Context: an optimization exercise on an open-source flow, tuned for small area and a short achievable clock period. The choices shown serve that exercise and are no tape-out recipe.
In this exercise RTL edits were held to simulation tests only and were not proved equivalent to the original.
Power is estimated from default activity; no workload was simulated.

==> flow/design.v (outline; a module is shown in full before it is edited, if it fits) <==
// module wavlet: 1163 lines
module wavlet(
	input clk,
	input rst_n,
	input [15:0] data_in,
	output reg signed [20:0] data_out_hd,
	output reg signed [20:0] data_out_ld
);
  // ...
==> flow/flow/run.sh <==
#!/bin/bash
# Own layout flow: the standard synthesis (unchanged), then flipfa2.py, a
# netlist pass that removes inverters (a full adder is
# self-dual, and many gates have a complement cell), then the standard
# layout with plain buffers (buf_4 instead of clkdlybuf4s50_1) on the ports,
# and with ORFS's timing repair aiming at a setup slack of $MARGIN ns (the
# constraints are unchanged: the clock is still the design's period).
# If a layout attempt fails (e.g. a routing fault the extractor rejects), the
# layout steps are run again with a slightly different placement density.
set -uo pipefail
W=$PWD
R=$W/orfs/results/$FLOW_PLATFORM/wavlet/base
bash standard.sh "$R/1_2_yosys.v" > "$W/synth.log" 2>&1 || exit 1
cp "$R/1_2_yosys.v" "$W/yosys_standard.v"
python3 flow/flipfa2.py "$FLOW_HOME/platforms/$FLOW_PLATFORM/lib/sky130_fd_sc_hd__tt_025C_1v80.lib" "$W/yosys_standard.v" "$W/yosys_flipped.v" 1500 > "$W/flipfa.log" 2>&1 || exit 1
cp "$W/yosys_flipped.v" "$R/1_2_yosys.v"
export BUFFER_PORTS_ARGS="-buffer_cell sky130_fd_sc_hd__buf_4"
MARGIN=8.45
n=0
for dens in "" 0.58 0.62 0.55; do
  n=$((n + 1))
  if [[ -n "$dens" ]]; then
    rm -f "$R"/[2-6]_* "$W"/orfs/logs/"$FLOW_PLATFORM"/wavlet/base/[2-6]_*
    bash standard.sh SETUP_SLACK_MARGIN=$MARGIN PLACE_DENSITY=$dens finish > "$W/layout$n.log" 2>&1 && exit 0
  else
    bash standard.sh SETUP_SLACK_MARGIN=$MARGIN finish > "$W/layout$n.log" 2>&1 && exit 0
  fi
done
exit 1
==> flow/flow/flipfa2.py <==
#!/usr/bin/env python3
"""Remove inverters from a sky130hd gate netlist without changing its function.

Two kinds of node may change polarity:
  * full adders (fa): a full adder is self-dual, FA(~a,~b,~c) = (~sum, ~carry),
    so it can work on complemented inputs and give complemented outputs;
  * single-output gates with a complement cell (nand2 <-> and2, a21oi <-> a21o,
    xor2 <-> xnor2, ...): swapping the cell complements the output.
Inverters are then removed, and one inverter is added for each signal that
some input still needs complemented.  A local search picks the polarities
that minimise inverter area plus the area change of swapped cells.
Registers, ports and other cells are left as they are.

usage: flipfa2.py liberty in.v out.v
"""
import re, sys
from collections import defaultdict

OUTPINS = {'X', 'Y', 'Q', 'Q_N', 'SUM', 'COUT', 'HI', 'LO'}
PAIRS = [('nand2', 'and2'), ('nor2', 'or2'), ('nand3', 'and3'), ('nor3', 'or3'),
         ('nand4', 'and4'), ('nor4', 'or4'), ('a21oi', 'a21o'), ('o21ai', 'o21a'),
         ('a22oi', 'a22o'), ('o22ai', 'o22a'), ('a211oi', 'a211o'), ('o211ai', 'o211a'),
         ('a31oi', 'a31o'), ('o31ai', 'o31a'), ('a32oi', 'a32o'), ('o32ai', 'o32a'),
         ('a21boi', 'a21bo'), ('o21bai', 'o21ba'), ('xor2', 'xnor2'), ('xor3', 'xnor3'),
         ('nand2b', 'and2b'), ('nor2b', 'or2b'), ('mux2i', 'mux2'), ('a41oi', 'a41o'),
         ('o41ai', 'o41a'), ('a311oi', 'a311o'), ('o311ai', 'o311a'), ('a2111oi', 'a2111o'),
         ('o2111ai', 'o2111a'), ('a221oi', 'a221o'), ('o221ai', 'o221a'), ('a222oi', None),
         ('nand3b', 'and3b'), ('nor3b', 'or3b'), ('nand4b', 'and4b'), ('nor4b', 'or4b'),
         ('a2bb2oi', 'a2bb2o'), ('o2bb2ai', 'o2bb2a')]
COMP = {}
for a, b in PAIRS:
    if a and b:
        COMP[a] = b; COMP[b] = a

lib = open(sys.argv[1]).read()
area = {}; outpin = {}
cur = None
curpin = None
for line in lib.split('\n'):
    m = re.match(r'\s*cell \("(\w+)"\)', line)
    if m:
        cur = m.group(1); curpin = None; continue
    m = re.match(r'\s*area : ([\d.]+);', line)
    if m and cur and cur not in area:
        area[cur] = float(m.group(1))
    m = re.match(r'\s*pin \("(\w+)"\)', line)
    if m:
        curpin = m.group(1)
    if re.match(r'\s*direction : "?output"?;', line) and cur and curpin:
        outpin.setdefault(cur, curpin)
INV_AREA = area['sky130_fd_sc_hd__inv_1']

def comp_cell(t):
    m = re.match(r'sky130_fd_sc_hd__(\w+?)_(\d+)$', t)
    if not m:
        return None
    base, drv = m.group(1), m.group(2)
    if base not in COMP:
        return None
    for d in (drv, '1', '2', '0', '4'):
        c = f"sky130_fd_sc_hd__{COMP[base]}_{d}"
        if c in area:
            return c
    return None

src = open(sys.argv[2]).read()
m = re.search(r'^\s*sky130_fd_sc_hd__', src, re.M)
head = src[:m.start()]
body = src[m.start():]
cell_re = re.compile(r'\s*(sky130_fd_sc_hd__\w+)\s+(\S+)\s*\((.*?)\);', re.S)
pin_re = re.compile(r'\.(\w+)\(\s*(.*?)\s*\)\s*(?:,|$)', re.S)
cells = []
pos = 0
while True:
    mm = cell_re.match(body, pos)
    if not mm:
        break
    cells.append([mm.group(1), mm.group(2), [(p, n.strip()) for p, n in pin_re.findall(mm.group(3))]])
    pos = mm.end()
assert body[pos:].strip() == 'endmodule', body[pos:pos + 200]

ports = set()
for mm in re.finditer(r'^\s*output\s+(\[(\d+):(\d+)\]\s+)?(\S+)\s*;', head, re.M):
    nm = mm.group(4)
    if mm.group(1):
        for i in range(int(mm.group(3)), int(mm.group(2)) + 1):
            ports.add(f"{nm}[{i}]")
    else:
        ports.add(nm)

def is_inv(t):
    return re.match(r'sky130_fd_sc_hd__(clk)?inv_\d+$', t) is not None

driver = {}
for ci, (t, n, pins) in enumerate(cells):
    for p, net in pins:
        if p in OUTPINS:
            driver[net] = ci
invs = set()
for ci, (t, n, pins) in enumerate(cells):
    if is_inv(t):
        d = dict(pins)
        if d['Y'] in ports:
            continue
        invs.add(ci)

def root(net):
    p = 0
    while net in driver and driver[net] in invs:
        net = dict(cells[driver[net]][2])['A']; p ^= 1
    return net, p

# node kinds: 'fa' (inputs+outputs flip), 'g' (output flips, cell swaps)
kind = {}
for ci, (t, n, pins) in enumerate(cells):
    if ci in invs:
        continue
    if re.match(r'sky130_fd_sc_hd__fa_\d+$', t):
        kind[ci] = 'fa'
    elif comp_cell(t):
        outs = [net for p, net in pins if p in OUTPINS]
        if len(outs) == 1:
            kind[ci] = 'g'
# nodes driving ports directly stay fixed
for ci in list(kind):
    for p, net in cells[ci][2]:
        if p in OUTPINS and net in ports:
            del kind[ci]; break

cons = []
for ci, (t, n, pins) in enumerate(cells):
    if ci in invs:
        continue
    for p, net in pins:
        if p in OUTPINS or net == '' or net.startswith("1'"):
            continue
        r, par = root(net)
        cons.append((ci, p, r, par))
flip = defaultdict(int)
byroot = defaultdict(list)
for k, (ci, p, r, par) in enumerate(cons):
    byroot[r].append(k)

def in_flip(ci):
    return flip[ci] if kind.get(ci) == 'fa' else 0

def out_flip(ci):
    return flip[ci] if ci in kind else 0

def root_cost(r):
    d = driver.get(r)
    fd = out_flip(d) if d is not None else 0
    for k in byroot[r]:
        ci, p, _, par = cons[k]
        if par ^ in_flip(ci) ^ fd:
            return INV_AREA
    return 0.0

def node_cost(ci):
    if kind.get(ci) == 'g' and flip[ci]:
        t = cells[ci][0]
        return area[comp_cell(t)] - area[t]
    return 0.0

touch = defaultdict(set)
for k, (ci, p, r, par) in enumerate(cons):
    if kind.get(ci) == 'fa':
        touch[ci].add(r)
for ci in kind:
    for p, net in cells[ci][2]:
        if p in OUTPINS:
            touch[ci].add(net)

def total():
    return sum(root_cost(r) for r in byroot) + sum(node_cost(ci) for ci in kind)

import random
before = total()
order = sorted(kind)

def descend():
    for it in range(60):
        changed = False
        for ci in order:
            rs = touch[ci]
            c0 = sum(root_cost(r) for r in rs) + node_cost(ci)
            flip[ci] ^= 1
            c1 = sum(root_cost(r) for r in rs) + node_cost(ci)
            if c1 < c0 - 1e-9:
                changed = True
            elif c1 <= c0 + 1e-9 and random.random() < 0.3:
                changed = changed
            else:
                flip[ci] ^= 1
        if not changed:
            break

random.seed(12345)
descend()
best = total(); bestflip = dict(flip)
for rnd in range(int(sys.argv[4]) if len(sys.argv) > 4 else 40):
    # perturb: flip a random neighbourhood, then descend
    for ci in random.sample(order, max(1, len(order) // 20)):
        flip[ci] ^= 1
    descend()
    c = total()
    if c < best - 1e-9:
        best = c; bestflip = dict(flip)
    else:
        flip.clear(); flip.update(bestflip)
flip.clear(); flip.update(bestflip)
after = total()

invnet = {}
newcells = []
newwires = []
cnt = [0]
def inv_of(r):
    if r not in invnet:
        cnt[0] += 1
        nn = f"_flipinv{cnt[0]}_"
        invnet[r] = nn
        newwires.append(nn)
        newcells.append(['sky130_fd_sc_hd__inv_1', f"_flipinvc{cnt[0]}_", [('A', r), ('Y', nn)]])
    return invnet[r]
conmap = {}
for k, (ci, p, r, par) in enumerate(cons):
    d = driver.get(r)
    fd = out_flip(d) if d is not None else 0
    e = par ^ in_flip(ci) ^ fd
    conmap[(ci, p)] = inv_of(r) if e else r
out = []
nswap = 0
for ci, (t, n, pins) in enumerate(cells):
    if ci in invs:
        continue
    np = []
    if kind.get(ci) == 'g' and flip[ci]:
        nt = comp_cell(t)
        nswap += 1
        # output pin name of the new cell: X for non-inverting, Y for inverting
        newout = outpin[nt]
        t = nt
    for p, net in pins:
        if (ci, p) in conmap:
            net = conmap[(ci, p)]
        if kind.get(ci) == 'g' and flip[ci] and p in OUTPINS:
            p = newout
        np.append((p, net))
    out.append((t, n, np))
out.extend(newcells)
L = [head.rstrip('\n')]
for w in newwires:
    L.append(f"  wire {w};")
for t, n, pins in out:
    L.append(f"  {t} {n} (")
    L.append(",\n".join(f"    .{p}({net}{' ' if net.startswith(chr(92)) else ''})" for p, net in pins))
    L.append("  );")
L.append("endmodule")
open(sys.argv[3], 'w').write("\n".join(L) + "\n")
nfa = sum(1 for ci in kind if kind[ci] == 'fa' and flip[ci])
print(f"flipfa2: {len(invs)} inverters removed, {len(newcells)} added; "
      f"{nfa} full adders flipped, {nswap} gates swapped; cost {before:.1f} -> {after:.1f} um2",
      file=sys.stderr)
==> flow/standard.sh <==
#!/bin/bash
# synth_recipe.tcl (not shown) runs the flow's synth.tcl, then flattens the netlist and writes it again
# the make line also repeats each setting of config.mk as NAME=value (left out here)
make -C /OpenROAD-flow-scripts/flow DESIGN_CONFIG=/design/flow/config.mk WORK_HOME=/design/flow/orfs CLKGATE_MAP_FILE= SYNTH_SCRIPT=/design/flow/synth_recipe.tcl "${@:-finish}"
==> flow/config.mk <==
export PLATFORM = sky130hd
export DESIGN_NAME = wavlet
export DESIGN_NICKNAME = wavlet
export VERILOG_FILES = /design/flow/design.v
export SDC_FILE = /design/flow/constraint.sdc
export NUM_CORES = 4
export LEC_CHECK = 0
export CAP_MARGIN = 20
export CORE_MARGIN = 2
export CORE_UTILIZATION = 40
export SLEW_MARGIN = 20
==> flow/constraint.sdc <==
create_clock -name core_clock -period 12.0 [get_ports {clk}]
set_input_delay 2.4000 -clock core_clock [delete_from_list [all_inputs] [get_ports {clk}]]
set_output_delay 2.4000 -clock core_clock [all_outputs]
set_load 0.01 [all_outputs]
==> results.toml, run 1 <==
[floorplanning]
initial_utilization_pct = 40.4
dieArea_um2 = 47500

[detailed_routing]
routed.top_layer = "met4"
wirelength_met1_um = 16100
wl_met3_um = 1650

[critical_path]
critPathMaxFanout = 2
cp_cell_sequence = "buf_6"
crit_end = "data_out_hd[19]"
worst-setup-path-type = "reg -> out"

[power_and_ir_drop]
p_comb_share_pct = 56.6
power_leakage_nw = 9.11
comb-power_mw = 3.25
p_clk_mw = 0.985
p_int_mw = 3.41
maxPowerGroup = "combinational cells"

[sta]
fin_crit_ps = 3530
fin_crit_sh_pct = 29.4

[clock_network]
postCtsSetupBuffers = 1
clock-root-buffer = "clkbuf_16"
postCtsHoldBufs = 0

[place]
postPlaceCellArea_um2 = 19500
portBuffers = 59

[final_layout]
stdcell_area_um2 = 20700
largest_registers = "data_out_hd: 20 flops, data_out_ld: 20 flops"
buffer_area_share_pct = 2.76
syn2layout_area_growth_pct = 13.2
utilization_pct = 45.7

[global_routing]
met1_usage_pct = 24.5
use_met3_pct = 2.64
antenna_found_initial = 0

[status]
status = "complete, no violations"

[min_path]
min_to = "er3[1]"

[logic_synthesis]
syn_avg_cell_area_um2 = 14.5
==> run 2: changes to the inputs <==
--- a/flow/config.mk
+++ b/flow/config.mk
@@ -9,3 +9,5 @@
 export CORE_MARGIN = 2
 export CORE_UTILIZATION = 40
+export CTS_CLUSTER_DIAMETER = 80
+export CTS_CLUSTER_SIZE = 30
 export SLEW_MARGIN = 20
==> run 2 against run 1 <==
Compared with the run above: still clean on timing, DRC and antenna; global-route usage shrank 0.21 points; final area shrank 1.3%; via count shrank 0.11%; register-to-register slack is essentially flat; worst hold slack lost 3.8 ps; routed wire length shrank 0.45%; highest routed layer unchanged.
==> results.toml, run 2 <==
[status]
status = "complete, no violations"

[floorplanning]
rows = 78
ios = 60
dieArea_um2 = 47500
die_w_um = 218
core_area_um2 = 45300
initial_utilization_pct = 40.4
dieHeight_um = 218

[detailed_routing]
drt-vias-per-instance = 4.96
routed.top_layer = "met4"
antenna_left = 0
wl_um = 37900
drcViolationCount = 0
dr.first_iter.drc_count = 603
wl_met3_um = 1250
dr_wl_met2_um = 19400
wirelength_met1_um = 16500
dr.pass1.iters = 5
wl_per_cell_um = 19.3
vias = 9728

[place]
postPlaceCellArea_um2 = 19500
dp_hpwl_um = 30000
place_congestion = 0.929
portBuffers = 59
dp.cells = 1909

[critical_path]
r2r-end = "hd_s2_6_1"
cp_data_arrival_time_ps = 1090
start_kind = "flip-flop"
crit_path_top_delay_cell = "dfrtp_1"
reg2reg_slack_ps = 8550
critPathMaxFanout = 2
r2r-start = "er3[12]"
slowest_delay_ps = 400
cp_cell_sequence = "buf_4"
worst-path-buf-inv = 1
crit_required_ps = 9600
crit_path_end_kind = "output port"
worst-setup-path-type = "reg -> out"
ff2ff_path_depth = 6
crit_family = "flip-flops"

[logic_synthesis]
syn_area_um2 = 18300
yosys_warnings = 1
syn_inst = 1260
synth_nets = 1741
syn_avg_cell_area_um2 = 14.5

[flow_run]
maxCapViolCount = 0

[clock_network]
clock-root-buffer = "clkbuf_16"
worst_setup_hold_path_clk_slew_ps = 100
cts_tree = "done"
cts.sinks = 263
h-tree-depth = 1
cts_buffers = 20
insertion_delay_ps = 540
postCtsHoldBufs = 0
clock_path_buffers = 3

[final_layout]
final_cell_mix = "fa_1, dfrtp_1, inv_1"
syn2layout_area_growth_pct = 11.7
stdcell_area_um2 = 20400
fin_cells = 1961
layout_commonest_cell = "fa_1"
largest_registers = "data_out_hd: 20 flops, data_out_ld: 20 flops"
nets = 1828
diodes = 0
drive_above_1_share_pct = 18.1

[min_path]
hold_class = "reg -> reg"
min_to = "er3[3]"
min_path_cells = 0
hold_start = "er2[3]"

[power_and_ir_drop]
p_clk_share_pct = 14.1
p_int_mw = 3.18
peakVddDrop_mv = 0.109
switching_share_pct = 42.3
pwr-share-seq_pct = 27.3
p_per_area_nw_per_um2 = 270
p_comb_share_pct = 58.6
power_leakage_nw = 8.96
switching_power_mw = 2.33

[global_routing]
grt_max_degree = 153
grt_usage_pct = 17.5
antenna_found_initial = 0
grt_pass1_vias = 11100
grt_pass1_wl_um = 63300
grt_overflow = 0

[sta]
finalClockSkew_ps = 30.8
drv_slew = 0
rsz0062_at_grt = "yes"
finalSetupTns_ps = 0
fin_crit_ps = 3490
hold_viol = 0
setup_viol = 0
fin_crit_sh_pct = 29.1
fmax_ghz = 0.287
maxSlewHeadroom_pct = 39.3
tightest_slew_ps = 910
==> run 2: worst max path at each step <==
stage | start | endpoint | depth (start not counted)
floorplan | er1[2] | hd_s1_1_0 | 9
global placement | rst_n | data_out_hd[0] | 2
detailed placement | rst_n | data_out_hd[0] | 2
CTS | or1[13] | ld_s1_10_1 | 6
global route | hd_s1_0_0 | data_out_hd[19] | 13
finish | data_out_hd[19] | data_out_hd[19] | 1
==> run 2: routing by layer <==
metal,vias to the layer above,GRT usage [%]
li1,4187,-
met3,43,1.90
met2,150,29.3
met1,5348,24.9
met4,0,3.38
met5,-,0
==> run 2: final cells by class <==
type / instances / area, µm²
fill: 4018 / 24900
clock buffer: 21 / 526
clock inverter: 15 / 258
inverter: 177 / 678
sequential: 263 / 6690
tap: 600 / 751
timing repair buffer: 76 / 598
multi-input combinational: 809 / 10900
==> run 2: power groups by stage <==
stage / registers (mW) / logic, mW / clock network (mW)
4_1_cts: 1.51 / 3.33 / 0.805
3_5_place_dp: 1.53 / 3.30 / 0
2_1_floorplan: 1.51 / 2.41 / 0
5_1_grt: 1.54 / 3.81 / 0.836
3_3_place_gp: 1.53 / 3.25 / 0
6_report: 1.50 / 3.23 / 0.780
==> run 2: per-stage QoR <==
step / hold WS [ps] / utilization, % / setup WS (ps) / total power, mW
detailed placement: 362 / 43.0 / 8120 / 4.83
global route: 393 / 45.1 / 8430 / 6.19
finish: 373 / 45.1 / 8510 / 5.51
CTS: 373 / 44.8 / 8470 / 5.65
floorplan: 354 / - / 8640 / 3.92
global placement: 365 / 43.0 / 8150 / 4.78
==> run 2: timing repair <==
item,CTS,global route
resized for setup,16,18
setup endpoints to repair,19,16
endpoints found under the hold margin,0,0
setup buffers,1,15

-- what the ideal ports hide --
How much do the figures lean on ideal ports? The routed layouts below were timed once more, with nothing changed but the port constraints. Step 1, drivers: a clkbuf_16 drives clk and a buf_2 each remaining input, both assumed. Step 2, shift: input delay + t, output delay - t, t = (earliest + latest rising clock arrival at the registers) / 2. This alone moves slack from input paths to output paths. Slacks: no drivers / after step 1 / after step 2; pairs: no drivers / after step 1.
run	shift t [ns]	slack for setup (ns)	clock arrival spread, ns	slew at the worst register clock pin (ns)	worst slew at a driven data input, ns
run 1	0.636	8.472 / 8.420 / 8.174	0.014 / 0.014	0.07 / 0.07	0.06
run 2	0.581	8.513 / 8.461 / 8.266	0.033 / 0.033	0.11 / 0.11	0.06
After both steps every run listed still meets setup and hold. For run 1, which loses most, drivers alone change the setup slack by -0.052 ns; drivers and shift together by -0.298 ns. Setup slack includes reset recovery checks.
